From an optimization exercise on the open Yosys and OpenROAD flow, aimed at small area; shortcuts taken in it are not production practice. Only simulation tests tie the RTL to the original design; equivalence was not proved. No driver is modelled on the clock port, so clocking that relies on it looks cheaper here than on a real chip. Power figures rest on the tool's default switching activity, not on a simulated workload.

==> inputs of job 4716 <==
// ula
module ula (infra, CLK, rst, A0, A1, B0, B1, C0, C1, C2, signA, signB, signC);
input infra, CLK, rst;
output [6:0] A0, A1, B0, B1, C0, C1, C2;
output signA, signB, signC;
wire key_ok;
wire [7:0] key;
wire negC;
decoder hope (.clk(CLK), .rst(rst), .infra_vr(infra), .done(key_ok), .key(key));
all_in inst (.CLK(CLK), .rst(rst), .key_ok(key_ok), .key(key), .A0(A0), .A1(A1), .B0(B0), .B1(B1),
             .C0(C0), .C1(C1), .C2(C2), .signA(signA), .signB(signB), .negC(negC));
assign signC = ~negC;
endmodule
Settings: LEC_CHECK=0, ABC_AREA=1, CAP_MARGIN=20, CORE_MARGIN=2, CORE_UTILIZATION=50, CTS_BUF_LIST=sky130_fd_sc_hd__clkbuf_4 sky130_fd_sc_hd__clkbuf_8, CTS_CLUSTER_DIAMETER=150, CTS_CLUSTER_SIZE=40, SLEW_MARGIN=20; clock period 200.0 ns.
standard.sh (not shown) runs the stock make flow with config.mk's settings and CLKGATE_MAP_FILE= SYNTH_SCRIPT=/design/flow/synth_recipe.tcl, a recipe that flattens the netlist after the stock synthesis.
==> flow/flow/run.sh <==
#!/bin/bash
# Own layout flow: the standard synthesis, then its combinational logic remapped for area
# with ABC (registers kept as they are, same names and cells), then the standard layout
# steps with plain buf_1 port buffers.
set -euo pipefail
W=$(pwd)
F=$W/flow
LIB=$FLOW_HOME/platforms/sky130hd/lib/sky130_fd_sc_hd__tt_025C_1v80.lib
YOSYS=$FLOW_HOME/../tools/install/yosys/bin/yosys
R=$W/orfs/results/sky130hd/ula/base

bash standard.sh synth > $W/std_synth.log 2>&1
cp $R/1_2_yosys.v $W/std_netlist.v

python3 $F/gen_models.py $LIB $W/std_netlist.v $W/models_in.v
DU=$(sed 's/^/-dont_use /' $F/dontuse.txt | tr '\n' ' ')
grep -oE "sky130_fd_sc_hd__\w*df\w* \S+" $W/std_netlist.v | sort > $W/regs_std.txt || true
python3 $F/cutff.py $W/std_netlist.v $W/eq_gold.v gold
echo "resynthesis not used" > $W/resyn_used.txt
for S in resyn resyn_fallback; do
  cat > $W/$S.ys <<EOT
read_verilog $W/models_in.v
read_verilog $W/std_netlist.v
hierarchy -top $FLOW_TOP
flatten
opt_clean -purge
techmap
opt -fast
abc -script $F/$S.abc -liberty $LIB $DU
opt_clean -purge
hilomap -singleton -hicell sky130_fd_sc_hd__conb_1 HI -locell sky130_fd_sc_hd__conb_1 LO
opt_clean -purge
splitnets
opt_clean -purge
stat -liberty $LIB
write_verilog -noattr -noexpr -nohex -nodec $W/${S}_netlist.v
EOT
  $YOSYS -s $W/$S.ys > $W/$S.log 2>&1 || continue
  grep -oE "sky130_fd_sc_hd__\w*df\w* \S+" $W/${S}_netlist.v | sort > $W/regs_$S.txt || true
  cmp -s $W/regs_std.txt $W/regs_$S.txt || continue
  cat $W/std_netlist.v $W/${S}_netlist.v > $W/both_$S.v
  python3 $F/gen_models.py $LIB $W/both_$S.v $W/models_eq_$S.v
  python3 $F/cutff.py $W/${S}_netlist.v $W/eq_gate_$S.v gate
  cat > $W/eq_$S.ys <<EOT
read_verilog $W/models_eq_$S.v
read_verilog $W/eq_gold.v
read_verilog $W/eq_gate_$S.v
flatten gold gate
select -set ports gold/i:* gold/o:* gate/i:* gate/o:*
rename -hide gold/w:* gate/w:* @ports %d
opt_clean -purge
equiv_make gold gate eq
hierarchy -top eq
equiv_simple
equiv_status -assert
EOT
  $YOSYS -s $W/eq_$S.ys > $W/eq_$S.log 2>&1 || continue
  echo "used $S: equivalent to the standard netlist" > $W/resyn_used.txt
  cp $W/${S}_netlist.v $R/1_2_yosys.v
  touch $R/1_2_yosys.v
  break
done

bash standard.sh "BUFFER_PORTS_ARGS=-buffer_cell sky130_fd_sc_hd__buf_1" finish > $W/layout.log 2>&1
==> flow/flow/resyn.abc <==
strash
&get -n
&fraig -x
&put
dc2
&get -n
&deepsyn -T 60
&put
&get -n
&dch -f
&nf -R 1000
&put
topo
Other scripts of this flow, unchanged in this note and not shown: flow/flow/cutff.py, flow/flow/dontuse.txt, flow/flow/gen_models.py, flow/flow/resyn_fallback.abc
==> inputs of job 6784, as changes to job 4716 <==
--- a/flow/design.v
+++ b/flow/design.v
@@ -102,17 +102,18 @@
 		4'd12: seg_c = 7'b0001000;
 		4'd13: seg_c = 7'b0100100;
 		4'd14: seg_c = 7'b0100000;
 		default: seg_c = 7'b0001111;
 	endcase
 endfunction
 reg [2:0] q;
 reg soma, sa, sb;
-reg [3:0] at, au, bt, bu;
+reg [3:0] atn, aun, btn, bun;    
+wire [3:0] at = ~atn, au = ~aun, bt = ~btn, bu = ~bun;
 reg idle;               
 reg ja;                 
 reg [15:0] count;
 wire on = ~(at[3] & at[2]);
 wire kd  = (key[7:4] == 4'd0) & (key[3:0] <= 4'd9);
 wire k12 = key == 8'h12;
 wire k0F = key == 8'h0F;
 wire k13 = key == 8'h13;
@@ -131,84 +132,84 @@
 wire p10 = key[4] & ~key[1];
 wire p1A = key[4] & key[3] & ~key[2];
 wire p1E = key[4] & key[2];
 wire w = ~q[2];
 wire blank = p12 & on;
 wire clrA = (p12 & ~on) | (w & (p0F | p10));
 wire clrB = (p12 & ~on) | (w & (p13 | p10));
 wire ldd = q[2] & pd;
-function [3:0] ndig;
-	input [3:0] cur;
-	input ld, clr, blk;
-	input [3:0] k;
-	ndig = ld ? k : clr ? 4'd0 : blk ? 4'hF : cur;
-endfunction
-wire [3:0] nat = ndig(at, ldd & ~q[1] & ~q[0], clrA, blank, key[3:0]);
-wire [3:0] nau = ndig(au, ldd & ~q[1] & q[0], clrA, blank, key[3:0]);
-wire [3:0] nbt = ndig(bt, ldd & q[1] & ~q[0], clrB, blank, key[3:0]);
-wire [3:0] nbu = ndig(bu, ldd & q[1] & q[0], clrB, blank, key[3:0]);
+wire dset = ja & blank;
+wire ld_at = ja & ldd & ~q[1] & ~q[0];
+wire ld_au = ja & ldd & ~q[1] & q[0];
+wire ld_bt = ja & ldd & q[1] & ~q[0];
+wire ld_bu = ja & ldd & q[1] & q[0];
+wire jclrA = ja & clrA;
+wire jclrB = ja & clrB;
+wire [3:0] cat = {4{dset}} | (at & {4{~(jclrA | ld_at)}}) | (key[3:0] & {4{ld_at}});
+wire [3:0] cau = {4{dset}} | (au & {4{~(jclrA | ld_au)}}) | (key[3:0] & {4{ld_au}});
+wire [3:0] cbt = {4{dset}} | (bt & {4{~(jclrB | ld_bt)}}) | (key[3:0] & {4{ld_bt}});
+wire [3:0] cbu = {4{dset}} | (bu & {4{~(jclrB | ld_bu)}}) | (key[3:0] & {4{ld_bu}});
 reg [2:0] nq;
 always @* begin
 	if (p12) nq = on ? {1'b0, q[1] & q[0], q[0]} : q;
 	else if (q[2]) nq = p0C ? q : q[0] ? {1'b0, q[1], q[0]} : {q[2], q[1], 1'b1};
 	else if (p0F) nq = 3'b100;
 	else if (p13) nq = 3'b110;
 	else if (p0C) nq = q;
 	else nq = 3'b000;
 end
 wire nsa = (blank | (w & (p0F | p10))) ? 1'b0 : (p0C & ~q[1]) ? ~sa : sa;
 wire nsb = (blank | (w & (p13 | p10))) ? 1'b0 : (p0C & q[1]) ? ~sb : sb;
 wire nsoma = (w & p1A) ? 1'b1 : (w & p1E) ? 1'b0 : soma;
-wire [3:0] cat = ja ? nat : at;
-wire [3:0] cau = ja ? nau : au;
-wire [3:0] cbt = ja ? nbt : bt;
-wire [3:0] cbu = ja ? nbu : bu;
 wire csa = ja ? nsa : sa;
 wire csb = ja ? nsb : sb;
 always @(posedge CLK) begin
 	if (rst) begin
 		q <= 3'b000; soma <= 1'b1; sa <= 1'b0; sb <= 1'b0;
-		at <= 4'hF; au <= 4'hF; bt <= 4'hF; bu <= 4'hF;
 		idle <= 1'b1; ja <= 1'b0;
 	end else begin
 		if (ja) begin
 			q <= nq; soma <= nsoma;
 		end
 		sa <= csa; sb <= csb;
-		at <= cat; au <= cau; bt <= cbt; bu <= cbu;
 		ja <= idle & key_ok & lock;
 		if (~idle) idle <= count == CNT_END;
 		else idle <= ~(key_ok & lock);
 	end
+	atn <= ~(cat | {4{rst}}); aun <= ~(cau | {4{rst}}); btn <= ~(cbt | {4{rst}}); bun <= ~(cbu | {4{rst}});
 	if (~idle)
 		count <= {~count[14:0], ~(count[15] ^ count[14] ^ count[12] ^ count[3])};
 	else
 		count <= 16'd0;
 end
 assign A0 = seg_ab(cat);
 assign A1 = seg_ab(cau);
 assign B0 = seg_ab(cbt);
 assign B1 = seg_ab(cbu);
 assign signA = csa;
 assign signB = csb;
 wire sub = sa ^ sb ^ ~soma;
-wire gt = {at, au} > {bt, bu};
-wire cmp = sub & ~gt;
-wire cin = sub & gt;
+wire cin = 1'b0;
 wire [3:0] yu = {sub ? ~(bu[3] | bu[2] | bu[1]) : bu[3], bu[2] ^ (sub & bu[1]), bu[1], bu[0] ^ sub};
 wire [3:0] yt = {sub ? ~(bt[3] | bt[2] | bt[1]) : bt[3], bt[2] ^ (sub & bt[1]), bt[1], bt[0] ^ sub};
 wire [4:0] zu = au + yu + cin;
 wire cu = zu[4] | (zu[3] & (zu[2] | zu[1]));
 wire [3:0] su = {cu ? zu[4] & zu[1] : zu[3], cu ? (zu[2] & zu[1]) | (zu[4] & ~zu[1]) : zu[2], zu[1] ^ cu, zu[0]};
 wire [4:0] zt = at + yt + cu;
 wire ct = zt[4] | (zt[3] & (zt[2] | zt[1]));
 wire [3:0] st = {ct ? zt[4] & zt[1] : zt[3], ct ? (zt[2] & zt[1]) | (zt[4] & ~zt[1]) : zt[2], zt[1] ^ ct, zt[0]};
-wire [3:0] ru = {cmp ? ~(su[3] | su[2] | su[1]) : su[3], su[2] ^ (cmp & su[1]), su[1], su[0] ^ cmp};
-wire [3:0] rt = {cmp ? ~(st[3] | st[2] | st[1]) : st[3], st[2] ^ (cmp & st[1]), st[1], st[0] ^ cmp};
+wire gt = ct;
+wire cmp = sub & ~gt;
+wire inc = sub & gt;
+wire u9 = su[3] & su[0];
+wire [3:0] su1 = u9 ? 4'd0 : su + 4'd1;
+wire [3:0] st1 = (inc & u9) ? st + 4'd1 : st;
+wire [3:0] ru = cmp ? 4'd9 - su : inc ? su1 : su;
+wire [3:0] rt = cmp ? 4'd9 - st : st1;
 wire rh = ~sub & ct;
 wire nz = rh | (ru != 4'd0) | (rt != 4'd0);
 assign negC = on & (sa ^ cmp) & nz;
 assign C0 = on ? {rh, 2'b00, rh, rh, rh, 1'b1} : 7'b1111111;
 assign C1 = on ? seg_c(rt) : 7'b1111111;
 assign C2 = on ? seg_c(ru) : 7'b1111111;
 endmodule
 module ula (infra, CLK, rst, A0, A1, B0, B1, C0, C1, C2, signA, signB, signC);
--- a/flow/flow/run.sh
+++ b/flow/flow/run.sh
@@ -7,40 +7,53 @@
 F=$W/flow
 LIB=$FLOW_HOME/platforms/sky130hd/lib/sky130_fd_sc_hd__tt_025C_1v80.lib
 YOSYS=$FLOW_HOME/../tools/install/yosys/bin/yosys
 R=$W/orfs/results/sky130hd/ula/base
 
 bash standard.sh synth > $W/std_synth.log 2>&1
 cp $R/1_2_yosys.v $W/std_netlist.v
 
+# remap the combinational logic with ABC: several seeds in parallel, then the smallest
+# result that keeps the registers and is combinationally equivalent to the standard netlist
 python3 $F/gen_models.py $LIB $W/std_netlist.v $W/models_in.v
 DU=$(sed 's/^/-dont_use /' $F/dontuse.txt | tr '\n' ' ')
 grep -oE "sky130_fd_sc_hd__\w*df\w* \S+" $W/std_netlist.v | sort > $W/regs_std.txt || true
 python3 $F/cutff.py $W/std_netlist.v $W/eq_gold.v gold
 echo "resynthesis not used" > $W/resyn_used.txt
-for S in resyn resyn_fallback; do
+CANDS="resyn_s1 resyn_s2 resyn_s3 resyn_s4 resyn_s5 resyn_s6 resyn_s7 resyn_s8 resyn_fallback"
+n=0
+for S in $CANDS; do
   cat > $W/$S.ys <<EOT
 read_verilog $W/models_in.v
 read_verilog $W/std_netlist.v
 hierarchy -top $FLOW_TOP
 flatten
 opt_clean -purge
 techmap
 opt -fast
 abc -script $F/$S.abc -liberty $LIB $DU
 opt_clean -purge
 hilomap -singleton -hicell sky130_fd_sc_hd__conb_1 HI -locell sky130_fd_sc_hd__conb_1 LO
 opt_clean -purge
 splitnets
 opt_clean -purge
-stat -liberty $LIB
+tee -o $W/$S.stat stat -liberty $LIB
 write_verilog -noattr -noexpr -nohex -nodec $W/${S}_netlist.v
 EOT
-  $YOSYS -s $W/$S.ys > $W/$S.log 2>&1 || continue
+  ( $YOSYS -s $W/$S.ys > $W/$S.log 2>&1 || true ) &
+  n=$((n + 1))
+  if (( n % 4 == 0 )); then wait; fi
+done
+wait
+for S in $CANDS; do
+  a=$(grep -s "Chip area" $W/$S.stat | awk '{print $NF}')
+  if [[ -n "$a" ]]; then echo "$a $S"; fi
+done | sort -g > $W/resyn_areas.txt
+for S in $(awk '{print $2}' $W/resyn_areas.txt); do
   grep -oE "sky130_fd_sc_hd__\w*df\w* \S+" $W/${S}_netlist.v | sort > $W/regs_$S.txt || true
   cmp -s $W/regs_std.txt $W/regs_$S.txt || continue
   cat $W/std_netlist.v $W/${S}_netlist.v > $W/both_$S.v
   python3 $F/gen_models.py $LIB $W/both_$S.v $W/models_eq_$S.v
   python3 $F/cutff.py $W/${S}_netlist.v $W/eq_gate_$S.v gate
   cat > $W/eq_$S.ys <<EOT
 read_verilog $W/models_eq_$S.v
 read_verilog $W/eq_gold.v
@@ -56,9 +69,12 @@
 EOT
   $YOSYS -s $W/eq_$S.ys > $W/eq_$S.log 2>&1 || continue
   echo "used $S: equivalent to the standard netlist" > $W/resyn_used.txt
   cp $W/${S}_netlist.v $R/1_2_yosys.v
   touch $R/1_2_yosys.v
   break
 done
 
-bash standard.sh "BUFFER_PORTS_ARGS=-buffer_cell sky130_fd_sc_hd__buf_1" finish > $W/layout.log 2>&1
+EXTRA=()
+if [[ -f $F/cts_args.txt ]]; then EXTRA+=("CTS_ARGS=$(cat $F/cts_args.txt)"); fi
+EXTRA+=("POST_CTS_TCL=$F/clk_downsize.tcl" "CLK_SLEW_TARGET=0.105")
+bash standard.sh "BUFFER_PORTS_ARGS=-buffer_cell sky130_fd_sc_hd__buf_1" "${EXTRA[@]}" finish > $W/layout.log 2>&1
==> flow/flow/clk_downsize.tcl (new file) <==
# Downsize the clock tree's buffers one at a time, keeping each change only while the
# largest clock-pin slew of the registers, estimated from placement, stays below
# CLK_SLEW_TARGET (ns).
proc clk_pin_max_slew {} {
  estimate_parasitics -placement
  set mx 0
  foreach pin [get_pins -hierarchical */CLK] {
    foreach p {slew_max_rise slew_max_fall} {
      set s [get_property $pin $p]
      if {$s > $mx} { set mx $s }
    }
  }
  return $mx
}
set target $::env(CLK_SLEW_TARGET)
set small sky130_fd_sc_hd__clkbuf_4
set bufs {}
foreach inst [get_cells *] {
  set m [get_property $inst ref_name]
  if {$m eq "sky130_fd_sc_hd__clkbuf_8" || $m eq "sky130_fd_sc_hd__clkbuf_16"} { lappend bufs [list $inst $m] }
}
puts "clock downsizing: start slew [clk_pin_max_slew], [llength $bufs] buffers"
# leaves (names with _f_) before the root
set bufs [lsort -command {apply {{a b} {expr {[string match "*_f_*" [get_full_name [lindex $b 0]]] - [string match "*_f_*" [get_full_name [lindex $a 0]]]}}}} $bufs]
foreach b $bufs {
  lassign $b inst m
  replace_cell $inst $small
  set s [clk_pin_max_slew]
  if {$s > $target} {
    replace_cell $inst $m
    puts "clock downsizing: kept [get_full_name $inst] ($s)"
  } else {
    puts "clock downsizing: [get_full_name $inst] -> $small ($s)"
  }
}
puts "clock downsizing: end slew [clk_pin_max_slew]"
==> flow/flow/cts_args.txt (new file) <==
-sink_clustering_enable -sink_clustering_size 40 -sink_clustering_max_diameter 200 -buf_list sky130_fd_sc_hd__clkbuf_8 -root_buf sky130_fd_sc_hd__clkbuf_8 -dont_use_dummy_load -repair_clock_nets
==> flow/flow/resyn_s1.abc (new file) <==
strash
&get -n
&fraig -x
&put
dc2
&get -n
&deepsyn -T 60 -S 1
&put
&get -n
&dch -f
&nf -R 1000
&put
topo
==> flow/flow/resyn_s2.abc (new file) <==
strash
&get -n
&fraig -x
&put
dc2
&get -n
&deepsyn -T 60 -S 2
&put
&get -n
&dch -f
&nf -R 1000
&put
topo
==> flow/flow/resyn_s3.abc (new file) <==
strash
&get -n
&fraig -x
&put
dc2
&get -n
&deepsyn -T 60 -S 3
&put
&get -n
&dch -f
&nf -R 1000
&put
topo
==> flow/flow/resyn_s4.abc (new file) <==
strash
&get -n
&fraig -x
&put
dc2
&get -n
&deepsyn -T 60 -S 4
&put
&get -n
&dch -f
&nf -R 1000
&put
topo
==> flow/flow/resyn_s5.abc (new file) <==
strash
&get -n
&fraig -x
&put
dc2
&get -n
&deepsyn -T 60 -S 5
&put
&get -n
&dch -f
&nf -R 1000
&put
topo
==> flow/flow/resyn_s6.abc (new file) <==
strash
&get -n
&fraig -x
&put
dc2
&get -n
&deepsyn -T 60 -S 6
&put
&get -n
&dch -f
&nf -R 1000
&put
topo
==> flow/flow/resyn_s7.abc (new file) <==
strash
&get -n
&fraig -x
&put
dc2
&get -n
&deepsyn -T 60 -S 7
&put
&get -n
&dch -f
&nf -R 1000
&put
topo
==> flow/flow/resyn_s8.abc (new file) <==
strash
&get -n
&fraig -x
&put
dc2
&get -n
&deepsyn -T 60 -S 8
&put
&get -n
&dch -f
&nf -R 1000
&put
topo
- CORE_UTILIZATION: 50 -> 70
- CTS_BUF_LIST: sky130_fd_sc_hd__clkbuf_4 sky130_fd_sc_hd__clkbuf_8 -> unset
- CTS_CLUSTER_DIAMETER: 150 -> unset
- CTS_CLUSTER_SIZE: 40 -> unset
removed: flow/flow/resyn.abc
==> inputs of job 8698, as changes to job 4716 <==
--- a/flow/flow/run.sh
+++ b/flow/flow/run.sh
@@ -56,9 +56,11 @@
 EOT
   $YOSYS -s $W/eq_$S.ys > $W/eq_$S.log 2>&1 || continue
   echo "used $S: equivalent to the standard netlist" > $W/resyn_used.txt
   cp $W/${S}_netlist.v $R/1_2_yosys.v
   touch $R/1_2_yosys.v
   break
 done
 
-bash standard.sh "BUFFER_PORTS_ARGS=-buffer_cell sky130_fd_sc_hd__buf_1" finish > $W/layout.log 2>&1
+EXTRA=()
+if [[ -f $F/cts_args.txt ]]; then EXTRA+=("CTS_ARGS=$(cat $F/cts_args.txt)"); fi
+bash standard.sh "BUFFER_PORTS_ARGS=-buffer_cell sky130_fd_sc_hd__buf_1" "${EXTRA[@]}" finish > $W/layout.log 2>&1
==> flow/flow/cts_args.txt (new file) <==
-sink_clustering_enable -sink_clustering_size 40 -sink_clustering_max_diameter 200 -buf_list sky130_fd_sc_hd__clkbuf_8 -root_buf sky130_fd_sc_hd__clkbuf_8 -dont_use_dummy_load -repair_clock_nets
- CTS_BUF_LIST: sky130_fd_sc_hd__clkbuf_4 sky130_fd_sc_hd__clkbuf_8 -> unset
- CTS_CLUSTER_DIAMETER: 150 -> unset
- CTS_CLUSTER_SIZE: 40 -> unset
==> inputs of job 1407, as changes to job 4716 <==
--- a/flow/flow/run.sh
+++ b/flow/flow/run.sh
@@ -56,9 +56,11 @@
 EOT
   $YOSYS -s $W/eq_$S.ys > $W/eq_$S.log 2>&1 || continue
   echo "used $S: equivalent to the standard netlist" > $W/resyn_used.txt
   cp $W/${S}_netlist.v $R/1_2_yosys.v
   touch $R/1_2_yosys.v
   break
 done
 
-bash standard.sh "BUFFER_PORTS_ARGS=-buffer_cell sky130_fd_sc_hd__buf_1" finish > $W/layout.log 2>&1
+EXTRA=()
+if [[ -f $F/cts_args.txt ]]; then EXTRA+=("CTS_ARGS=$(cat $F/cts_args.txt)"); fi
+bash standard.sh "BUFFER_PORTS_ARGS=-buffer_cell sky130_fd_sc_hd__buf_1" "${EXTRA[@]}" finish > $W/layout.log 2>&1
==> flow/flow/cts_args.txt (new file) <==
-buf_list sky130_fd_sc_hd__clkbuf_16 -root_buf sky130_fd_sc_hd__clkbuf_16 -dont_use_dummy_load -sink_clustering_size 100 -sink_clustering_max_diameter 500 -sink_clustering_enable
- CTS_BUF_LIST: sky130_fd_sc_hd__clkbuf_4 sky130_fd_sc_hd__clkbuf_8 -> unset
- CTS_CLUSTER_DIAMETER: 150 -> unset
- CTS_CLUSTER_SIZE: 40 -> unset
==> run summary <==
The lowest wire length belongs to job 8698, the highest to job 6784. In synthesized cell count, job 6784 and job 8698 do not differ. Power: job 6784 < job 8698 < job 4716 < job 1407. Final cell count is the same in job 1407 and job 8698. Clock power: job 1407 > job 4716 > job 8698 > job 6784.
==> figures <==
Outcome: job 1407 no timing/DRC/antenna violations; job 6784 no timing/DRC/antenna violations; job 8698 no timing/DRC/antenna violations; job 4716 no timing/DRC/antenna violations
Critical-path cell with the highest stage delay: job 1407 sky130_fd_sc_hd__dfxtp_1; job 6784 sky130_fd_sc_hd__xor2_1; job 8698 sky130_fd_sc_hd__dfxtp_1; job 4716 sky130_fd_sc_hd__dfxtp_1
Number of standard-cell rows in the floorplan: job 1407 31; job 6784 26; job 8698 31; job 4716 31
Share of final-layout standard cells stronger than drive strength 1: job 1407 0.0223; job 6784 0.0204; job 8698 0.0223; job 4716 0.0348
Routed via count divided by cell count: job 1407 5.51; job 6784 6.04; job 8698 5.51; job 4716 5.49
CTS Buf Count: job 1407 9; job 6784 -; job 8698 9; job 4716 9
Wire length of the first global-routing pass: job 1407 15.0 mm; job 6784 15.5 mm; job 8698 14.9 mm; job 4716 15.0 mm
Reported net switching power: job 1407 0.00535 mW; job 6784 0.00482 mW; job 8698 0.00489 mW; job 4716 0.00586 mW
Critical path destination: job 1407 C1[4]; job 6784 C1[0]; job 8698 C1[4]; job 4716 C1[4]
Placed inst area: job 1407 4180 um2; job 6784 4030 um2; job 8698 4180 um2; job 4716 4180 um2
Number of cells after detailed placement: job 1407 629; job 6784 600; job 8698 629; job 4716 629
Clock latency (worst-skew pair): job 1407 320 ps; job 6784 410 ps; job 8698 340 ps; job 4716 350 ps

static timing again, ports no longer ideal:
How much do the figures lean on ideal ports? The routed layouts below were timed once more, with nothing changed but the port constraints.
Step 1: set_driving_cell puts a clkbuf_16 on CLK and a buf_2 on each other input, an assumption about the parent block.
Step 2 times the ports against the registers' clock, not the clock port: input delays grow and output delays shrink by t, the midpoint of the rising clock arrivals with the driver on.
a / b / c = no drivers / after step 1 / after step 2; a / b = the first two.
run	t, ns	setup slack, ns	worst setup path at the end	pins driven straight from the clock port
job 4716	0.373	153.684 / 153.651 / 154.025	register to output	1
job 6784	0.431	151.235 / 151.207 / 151.638	register to output	1
job 8698	0.358	153.701 / 153.671 / 154.030	register to output	1
job 1407	0.350	153.718 / 153.684 / 154.034	register to output	1
After both steps every run listed still meets setup and hold.
